What follows belongs to an exercise in optimizing a design on an open flow for small area; a production flow would make more cautious choices.
At most, simulation tests tie the RTL to the original design; equivalence was not proved.

==> inputs of v8 <==
Design CPU, start of the top module:
module CPU (
	input  logic        clk, rst,
	input  logic [31:0] Instr,
	input  logic [31:0] ReadData,
	output logic [31:0] WriteData,
	output logic        MemWrite,
	output logic [31:0] PC,
	output logic [31:0] ALUResult,
	output logic [31:0] Result
);
==> module CPU, before the edit <==
module CPU (
	input  logic        clk, rst,
	input  logic [31:0] Instr,
	input  logic [31:0] ReadData,
	output logic [31:0] WriteData,
	output logic        MemWrite,
	output logic [31:0] PC,
	output logic [31:0] ALUResult,
	output logic [31:0] Result
);
	logic        started;
	logic [3:0]  flags;             
	logic [31:0] rf [0:14];         
	logic [3:0] cond, rn, rd, rm;
	logic [1:0] op;
	logic [5:0] funct;
	assign cond  = Instr[31:28];
	assign op    = Instr[27:26];
	assign funct = Instr[25:20];
	assign rn    = Instr[19:16];
	assign rd    = Instr[15:12];
	assign rm    = Instr[3:0];
	logic fV, fC, fN, fZ, condex;
	assign {fV, fC, fN, fZ} = flags;
	always_comb begin
		case (cond)
			4'b0000: condex = fZ;
			4'b0001: condex = ~fZ;
			4'b0010: condex = fC;
			4'b0011: condex = ~fC;
			4'b0100: condex = fN;
			4'b0101: condex = ~fN;
			4'b0110: condex = fV;
			4'b0111: condex = ~fV;
			4'b1000: condex = ~fZ & fC;
			4'b1001: condex = fZ | ~fC;
			4'b1010: condex = ~(fN ^ fV);
			4'b1011: condex = fN ^ fV;
			4'b1100: condex = ~fZ & ~(fN ^ fV);
			4'b1101: condex = fZ | (fN ^ fV);
			4'b1110: condex = 1'b1;
			default: condex = 1'b0;
		endcase
	end
	logic is_dp, is_ls, is_br;
	logic c_add, c_sub, c_and, c_orr, c_cmp;
	logic do_sub, do_log;
	logic regw, memw, memtoreg, alusrc, str;
	logic fw_vc, fw_nz;
	assign is_dp = (op == 2'b00);
	assign is_ls = (op == 2'b01);
	assign is_br = (op == 2'b10);
	assign c_add = (funct[4:1] == 4'b0100);
	assign c_sub = (funct[4:1] == 4'b0010);
	assign c_and = (funct[4:1] == 4'b0000);
	assign c_orr = (funct[4:1] == 4'b1100);
	assign c_cmp = (funct[4:1] == 4'b1010);
	assign do_sub   = is_dp & (c_sub | c_cmp);
	assign do_log   = is_dp & (c_and | c_orr);
	assign str      = is_ls & ~funct[0];
	assign regw     = is_dp | (is_ls & funct[0]);
	assign memw     = str;
	assign memtoreg = is_ls & funct[0];
	assign alusrc   = (is_dp & funct[5]) | is_ls | is_br;
	assign fw_vc    = is_dp & ((funct[0] & (c_add | c_sub | c_and | c_orr)) | c_cmp);
	assign fw_nz    = is_dp & ((funct[0] & (c_add | c_sub)) | c_cmp);
	logic [31:0] pc4, pc8;
	logic [31:3] inc;
	logic [32:3] ic;
	always_comb begin
		ic[3] = 1'b1;
		for (int i = 3; i < 32; i++) begin
			inc[i]  = PC[i] ^ ic[i];
			ic[i+1] = PC[i] & ic[i];
		end
	end
	assign pc8 = {inc, PC[2:0]};
	assign pc4 = {PC[2] ? inc : PC[31:3], ~PC[2], PC[1:0]};
	logic [3:0]  ra1, ra2;
	logic [31:0] rd1, rd2;
	assign ra1 = is_br ? 4'd15 : rn;
	assign ra2 = str ? rd : rm;
	always_comb begin
		rd1 = (ra1 == 4'd15) ? pc8 : 32'd0;
		rd2 = (ra2 == 4'd15) ? pc8 : 32'd0;
		for (int i = 0; i < 15; i++) begin
			rd1 = rd1 | ({32{ra1 == i[3:0]}} & rf[i]);
			rd2 = rd2 | ({32{ra2 == i[3:0]}} & rf[i]);
		end
	end
	assign WriteData = rd2;
	logic [31:0] imm, srcb, bx, sum, alu;
	logic        cout, v_add;
	always_comb begin
		if (is_br)      imm = {{6{Instr[23]}}, Instr[23:0], 2'b00};
		else if (is_ls) imm = {20'd0, Instr[11:0]};
		else            imm = {24'd0, Instr[7:0]};
	end
	assign srcb = alusrc ? imm : rd2;
	assign bx   = srcb ^ {32{do_sub}};
	localparam int K = 12;
	logic [32:0] c;
	logic [31:0] p, g;
	assign p = rd1 ^ bx;
	assign g = rd1 & bx;
	always_comb begin
		c[0] = do_sub;
		for (int i = 0; i < K; i++) begin
			sum[i]  = rd1[i] ^ bx[i] ^ c[i];
			c[i+1]  = (rd1[i] & bx[i]) | (rd1[i] & c[i]) | (bx[i] & c[i]);
		end
		for (int i = K; i < 32; i += 2) begin
			sum[i]   = p[i] ^ c[i];
			sum[i+1] = p[i+1] ^ (g[i] | (p[i] & c[i]));
			c[i+1]   = g[i] | (p[i] & c[i]);
			c[i+2]   = g[i+1] | (p[i+1] & g[i]) | (p[i+1] & p[i] & c[i]);
		end
	end
	assign cout = c[32];
	assign v_add = (rd1[31] == bx[31]) & (sum[31] != rd1[31]);
	always_comb begin
		if (do_log) alu = funct[4] ? (rd1 | srcb) : (rd1 & srcb);
		else        alu = sum;
	end
	assign ALUResult = alu;
	logic nV, nC, nN, nZ;
	assign nZ = (alu == 32'd0);
	assign nN = alu[31];
	assign nC = ~do_log & (cout ^ do_sub);
	assign nV = ~do_log & v_add;
	logic pcsrc, regwrite;
	assign Result   = memtoreg ? ReadData : alu;
	assign MemWrite = memw & condex;
	assign regwrite = regw & condex;
	assign pcsrc    = (((rd == 4'd15) & regw & ~(is_dp & c_cmp)) | is_br) & condex;
	always_ff @(posedge clk) begin
		started <= ~rst;
		PC <= (pcsrc ? Result : pc4) & {32{started & ~rst}};
	end
	always_ff @(posedge clk) begin
		if (rst) flags <= 4'd0;
		else begin
			if (fw_vc & condex) flags[3:2] <= {nV, nC};
			if (fw_nz & condex) flags[1:0] <= {nN, nZ};
		end
	end
	logic [31:0] wd;
	assign wd = Result & {32{~rst}};
	always_ff @(posedge clk) begin
		for (int i = 0; i < 15; i++)
			if (rst | (regwrite & (rd == i[3:0])))
				rf[i] <= wd;
	end
endmodule
export LEC_CHECK = 0
export CAP_MARGIN = 20
export CORE_MARGIN = 2
export CORE_UTILIZATION = 40
export SLEW_MARGIN = 20
create_clock -name core_clock -period 20.0 [get_ports {clk}]
standard.sh (not shown) runs the stock make flow with config.mk's settings and CLKGATE_MAP_FILE= SYNTH_SCRIPT=/design/flow/synth_recipe.tcl, a recipe that flattens the netlist after the stock synthesis.
==> flow/flow/run.sh <==
#!/bin/bash
# Own layout flow: the standard ORFS flow, with an area-oriented ABC mapping
# script (no buffering or gate upsizing in ABC) and minimum-size port buffers.
set -euo pipefail
W=$PWD
rm -rf "$W/scripts_own"
cp -r "$FLOW_HOME/scripts" "$W/scripts_own"
cp "$W/flow/abc.script" "$W/scripts_own/abc_speed.script"
bash "$W/standard.sh" \
  SCRIPTS_DIR="$W/scripts_own" \
  BUFFER_PORTS_ARGS="-buffer_cell sky130_fd_sc_hd__buf_1" \
  finish > "$W/orfs_make.log" 2>&1
==> flow/flow/abc.script <==
&get -n
&st
&dch -f
&nf -p -R 1000 -F 8 -A 8
&put
&get -n
&st
&dch -f
&nf -p -R 1000
&put
topo
==> v30 (differences from v8) <==
--- a/flow/design.v
+++ b/flow/design.v
@@ -65,5 +65,5 @@
 	assign fw_vc    = is_dp & ((funct[0] & (c_add | c_sub | c_and | c_orr)) | c_cmp);
 	assign fw_nz    = is_dp & ((funct[0] & (c_add | c_sub)) | c_cmp);
-	logic [31:0] pc4, pc8;
+	logic [31:0] pc8;
 	logic [31:3] inc;
 	logic [32:3] ic;
@@ -76,17 +76,27 @@
 	end
 	assign pc8 = {inc, PC[2:0]};
-	assign pc4 = {PC[2] ? inc : PC[31:3], ~PC[2], PC[1:0]};
 	logic [3:0]  ra1, ra2;
 	logic [31:0] rd1, rd2;
 	assign ra1 = is_br ? 4'd15 : rn;
 	assign ra2 = str ? rd : rm;
+	logic [15:0] sel1, sel2;
 	always_comb begin
-		rd1 = (ra1 == 4'd15) ? pc8 : 32'd0;
-		rd2 = (ra2 == 4'd15) ? pc8 : 32'd0;
-		for (int i = 0; i < 15; i++) begin
-			rd1 = rd1 | ({32{ra1 == i[3:0]}} & rf[i]);
-			rd2 = rd2 | ({32{ra2 == i[3:0]}} & rf[i]);
+		for (int i = 0; i < 16; i++) begin
+			sel1[i] = (ra1 == i[3:0]);
+			sel2[i] = (ra2 == i[3:0]);
 		end
 	end
+	logic [31:0] q1 [0:5];
+	logic [31:0] q2 [0:5];
+	always_comb begin
+		for (int k = 0; k < 5; k++) begin
+			q1[k] = ~(({32{sel1[3*k]}} & rf[3*k]) | ({32{sel1[3*k+1]}} & rf[3*k+1]) | ({32{sel1[3*k+2]}} & rf[3*k+2]));
+			q2[k] = ~(({32{sel2[3*k]}} & rf[3*k]) | ({32{sel2[3*k+1]}} & rf[3*k+1]) | ({32{sel2[3*k+2]}} & rf[3*k+2]));
+		end
+		q1[5] = ~({32{sel1[15]}} & pc8);
+		q2[5] = ~({32{sel2[15]}} & pc8);
+	end
+	assign rd1 = ~(q1[0] & q1[1] & q1[2] & q1[3] & q1[4] & q1[5]);
+	assign rd2 = ~(q2[0] & q2[1] & q2[2] & q2[3] & q2[4] & q2[5]);
 	assign WriteData = rd2;
 	logic [31:0] imm, srcb, bx, sum, alu;
@@ -99,5 +109,5 @@
 	assign srcb = alusrc ? imm : rd2;
 	assign bx   = srcb ^ {32{do_sub}};
-	localparam int K = 12;
+	localparam int K = 4;
 	logic [32:0] c;
 	logic [31:0] p, g;
@@ -119,8 +129,9 @@
 	assign cout = c[32];
 	assign v_add = (rd1[31] == bx[31]) & (sum[31] != rd1[31]);
-	always_comb begin
-		if (do_log) alu = funct[4] ? (rd1 | srcb) : (rd1 & srcb);
-		else        alu = sum;
-	end
+	logic s_sum, s_and, s_orr;
+	assign s_sum = ~rst & ~do_log;
+	assign s_and = ~rst & do_log & ~funct[4];
+	assign s_orr = ~rst & do_log & funct[4];
+	assign alu = ({32{s_sum}} & sum) | ({32{s_and}} & (rd1 & srcb)) | ({32{s_orr}} & (rd1 | srcb));
 	assign ALUResult = alu;
 	logic nV, nC, nN, nZ;
@@ -130,11 +141,16 @@
 	assign nV = ~do_log & v_add;
 	logic pcsrc, regwrite;
-	assign Result   = memtoreg ? ReadData : alu;
+	assign Result   = (memtoreg & ~rst) ? ReadData : alu;
 	assign MemWrite = memw & condex;
 	assign regwrite = regw & condex;
 	assign pcsrc    = (((rd == 4'd15) & regw & ~(is_dp & c_cmp)) | is_br) & condex;
+	logic go, s_res, s_seq;
+	assign go    = started & ~rst;
+	assign s_res = go & pcsrc;
+	assign s_seq = go & ~pcsrc;
 	always_ff @(posedge clk) begin
 		started <= ~rst;
-		PC <= (pcsrc ? Result : pc4) & {32{started & ~rst}};
+		PC[31:3] <= ({29{s_res}} & Result[31:3]) | ({29{s_seq & PC[2]}} & inc) | ({29{s_seq & ~PC[2]}} & PC[31:3]);
+		PC[2:0]  <= ({3{s_res}} & Result[2:0]) | ({3{s_seq}} & {~PC[2], PC[1:0]});
 	end
 	always_ff @(posedge clk) begin
@@ -146,5 +162,5 @@
 	end
 	logic [31:0] wd;
-	assign wd = Result & {32{~rst}};
+	assign wd = Result;    
 	always_ff @(posedge clk) begin
 		for (int i = 0; i < 15; i++)
==> flow/flow/run.sh (replaced) <==
#!/bin/bash
# Own layout flow: the standard ORFS flow (standard.sh) with
#  - an area-oriented ABC mapping script (no buffering or gate upsizing in ABC),
#  - minimum-size port buffers,
#  - a clock tree without dummy loads and with larger sink clusters,
set -euo pipefail
W=$PWD
rm -rf "$W/scripts_own"
cp -r "$FLOW_HOME/scripts" "$W/scripts_own"
cp "$W/flow/abc.script" "$W/scripts_own/abc_speed.script"
bash "$W/standard.sh" \
  SCRIPTS_DIR="$W/scripts_own" \
  BUFFER_PORTS_ARGS="-buffer_cell sky130_fd_sc_hd__buf_1" \
  CTS_ARGS="-sink_clustering_enable -repair_clock_nets -dont_use_dummy_load -buf_list {sky130_fd_sc_hd__clkbuf_4 sky130_fd_sc_hd__clkbuf_8} -sink_clustering_size 17 -sink_clustering_max_diameter 80" \
  finish > "$W/orfs_make.log" 2>&1
- CAP_MARGIN: 20 -> 5
- CORE_UTILIZATION: 40 -> 58
- PLACE_DENSITY: default -> 0.72
- SLEW_MARGIN: 20 -> 5
==> v34 (differences from v8) <==
--- a/flow/design.v
+++ b/flow/design.v
@@ -65,5 +65,5 @@
 	assign fw_vc    = is_dp & ((funct[0] & (c_add | c_sub | c_and | c_orr)) | c_cmp);
 	assign fw_nz    = is_dp & ((funct[0] & (c_add | c_sub)) | c_cmp);
-	logic [31:0] pc4, pc8;
+	logic [31:0] pc8;
 	logic [31:3] inc;
 	logic [32:3] ic;
@@ -76,17 +76,27 @@
 	end
 	assign pc8 = {inc, PC[2:0]};
-	assign pc4 = {PC[2] ? inc : PC[31:3], ~PC[2], PC[1:0]};
 	logic [3:0]  ra1, ra2;
 	logic [31:0] rd1, rd2;
 	assign ra1 = is_br ? 4'd15 : rn;
 	assign ra2 = str ? rd : rm;
+	logic [15:0] sel1, sel2;
 	always_comb begin
-		rd1 = (ra1 == 4'd15) ? pc8 : 32'd0;
-		rd2 = (ra2 == 4'd15) ? pc8 : 32'd0;
-		for (int i = 0; i < 15; i++) begin
-			rd1 = rd1 | ({32{ra1 == i[3:0]}} & rf[i]);
-			rd2 = rd2 | ({32{ra2 == i[3:0]}} & rf[i]);
+		for (int i = 0; i < 16; i++) begin
+			sel1[i] = (ra1 == i[3:0]);
+			sel2[i] = (ra2 == i[3:0]);
 		end
 	end
+	logic [31:0] q1 [0:5];
+	logic [31:0] q2 [0:5];
+	always_comb begin
+		for (int k = 0; k < 5; k++) begin
+			q1[k] = ~(({32{sel1[3*k]}} & rf[3*k]) | ({32{sel1[3*k+1]}} & rf[3*k+1]) | ({32{sel1[3*k+2]}} & rf[3*k+2]));
+			q2[k] = ~(({32{sel2[3*k]}} & rf[3*k]) | ({32{sel2[3*k+1]}} & rf[3*k+1]) | ({32{sel2[3*k+2]}} & rf[3*k+2]));
+		end
+		q1[5] = ~({32{sel1[15]}} & pc8);
+		q2[5] = ~({32{sel2[15]}} & pc8);
+	end
+	assign rd1 = ~(q1[0] & q1[1] & q1[2] & q1[3] & q1[4] & q1[5]);
+	assign rd2 = ~(q2[0] & q2[1] & q2[2] & q2[3] & q2[4] & q2[5]);
 	assign WriteData = rd2;
 	logic [31:0] imm, srcb, bx, sum, alu;
@@ -99,5 +109,5 @@
 	assign srcb = alusrc ? imm : rd2;
 	assign bx   = srcb ^ {32{do_sub}};
-	localparam int K = 12;
+	localparam int K = 4;
 	logic [32:0] c;
 	logic [31:0] p, g;
@@ -119,8 +129,9 @@
 	assign cout = c[32];
 	assign v_add = (rd1[31] == bx[31]) & (sum[31] != rd1[31]);
-	always_comb begin
-		if (do_log) alu = funct[4] ? (rd1 | srcb) : (rd1 & srcb);
-		else        alu = sum;
-	end
+	logic s_sum, s_and, s_orr;
+	assign s_sum = ~rst & ~do_log;
+	assign s_and = ~rst & do_log & ~funct[4];
+	assign s_orr = ~rst & do_log & funct[4];
+	assign alu = ({32{s_sum}} & sum) | ({32{s_and}} & (rd1 & srcb)) | ({32{s_orr}} & (rd1 | srcb));
 	assign ALUResult = alu;
 	logic nV, nC, nN, nZ;
@@ -130,11 +141,16 @@
 	assign nV = ~do_log & v_add;
 	logic pcsrc, regwrite;
-	assign Result   = memtoreg ? ReadData : alu;
+	assign Result   = (memtoreg & ~rst) ? ReadData : alu;
 	assign MemWrite = memw & condex;
 	assign regwrite = regw & condex;
 	assign pcsrc    = (((rd == 4'd15) & regw & ~(is_dp & c_cmp)) | is_br) & condex;
+	logic go, s_res, s_seq;
+	assign go    = started & ~rst;
+	assign s_res = go & pcsrc;
+	assign s_seq = go & ~pcsrc;
 	always_ff @(posedge clk) begin
 		started <= ~rst;
-		PC <= (pcsrc ? Result : pc4) & {32{started & ~rst}};
+		PC[31:3] <= ({29{s_res}} & Result[31:3]) | ({29{s_seq & PC[2]}} & inc) | ({29{s_seq & ~PC[2]}} & PC[31:3]);
+		PC[2:0]  <= ({3{s_res}} & Result[2:0]) | ({3{s_seq}} & {~PC[2], PC[1:0]});
 	end
 	always_ff @(posedge clk) begin
@@ -146,5 +162,5 @@
 	end
 	logic [31:0] wd;
-	assign wd = Result & {32{~rst}};
+	assign wd = Result;    
 	always_ff @(posedge clk) begin
 		for (int i = 0; i < 15; i++)
==> flow/flow/run.sh (replaced) <==
#!/bin/bash
# Own layout flow: the standard ORFS flow (standard.sh) with
#  - an area-oriented ABC mapping script (no buffering or gate upsizing in ABC),
#  - minimum-size port buffers,
#  - a clock tree without dummy loads and with larger sink clusters,
set -euo pipefail
W=$PWD
rm -rf "$W/scripts_own"
cp -r "$FLOW_HOME/scripts" "$W/scripts_own"
cp "$W/flow/abc.script" "$W/scripts_own/abc_speed.script"
bash "$W/standard.sh" \
  SCRIPTS_DIR="$W/scripts_own" \
  BUFFER_PORTS_ARGS="-buffer_cell sky130_fd_sc_hd__buf_1" \
  CTS_ARGS="-sink_clustering_enable -repair_clock_nets -dont_use_dummy_load -buf_list {sky130_fd_sc_hd__clkbuf_4 sky130_fd_sc_hd__clkbuf_8} -sink_clustering_size 14 -sink_clustering_max_diameter 60" \
  finish > "$W/orfs_make.log" 2>&1
- CAP_MARGIN: 20 -> 10
- CORE_UTILIZATION: 40 -> 50
- PLACE_DENSITY: default -> 0.65
- SLEW_MARGIN: 20 -> 10
==> comparison table <==
metric                                                                             v30                      v34                       v8
Run status                                                     complete, no violations  complete, no violations  complete, no violations
Clock network latency to the later pin of the worst-skew pair                  0.67 ns                  0.68 ns                  0.62 ns
RD Place Congestion                                                               1.00                     1.03                    0.981
Total Routed Length                                                            92.7 mm                  95.7 mm                   107 mm
Setup fix buffers added after clock tree synthesis                                   0                        0                        1
Die Area                                                                    42,900 µm²               49,600 µm²               62,600 µm²
Adder-Cell Fraction of Synth Area                                                4.30%                    4.30%                    4.82%
Timing-limited maximum frequency                                              52.7 MHz                 52.1 MHz                 51.5 MHz
Netlist area before placement                                               23,900 µm²               23,900 µm²               24,300 µm²
Reg-to-reg setup timing slack                                                  8.58 ns                  8.55 ns                  8.27 ns
Critical path endpoint                                                      Result[30]               Result[31]               Result[30]
Total area of multi-input combinational cells                                 8940 µm²                 9000 µm²                 9310 µm²
Detailed-route via count                                                        20,700                   20,600                   21,500
Min Clock Period, post-route                                                  18.97 ns                 19.20 ns                 19.43 ns
Synth warnings                                                                       4                        4                        2
Biggest fanout along the worst timing path                                          19                       19                        5
Setup repair after global routing missed its margin                              false                        -                    false
WL met2                                                                        39.4 mm                  42.3 mm                  46.6 mm
Total iterations of the first detailed-routing run                                  12                       15                       10
The RTL of v8 was laid out without a check of its function.

-- port drivers added, routing unchanged --
The results above use ideal ports. As a check the final layouts listed here were re-extracted and re-timed, cells and wires unchanged. Step 1 assumes that a clkbuf_16 drives the clock port and a buf_2 every other input. Step 2 moves the port delays by t, midway between the first and last clock arrival at a register: inputs arrive t later, outputs are due t later. That takes back most of the time a late clock gives input paths. Three values: no drivers, after step 1, after step 2; two values: the first two.
run	shift t [ns]	setup WS [ns]	clock arrival spread, ns	worst data-port slew with drivers (ns)	cell pins on the clock port's net
v8	0.669	0.575 / 0.550 / 0.550	0.015 / 0.015	0.07	1
v30	0.690	1.026 / 0.945 / 0.945	0.063 / 0.062	0.09	1
v34	0.703	0.798 / 0.776 / 0.776	0.062 / 0.063	0.09	1
After both steps every run listed still meets setup and hold. For v30, which loses most, drivers alone change the setup slack by -0.081 ns; drivers and shift together by -0.081 ns.
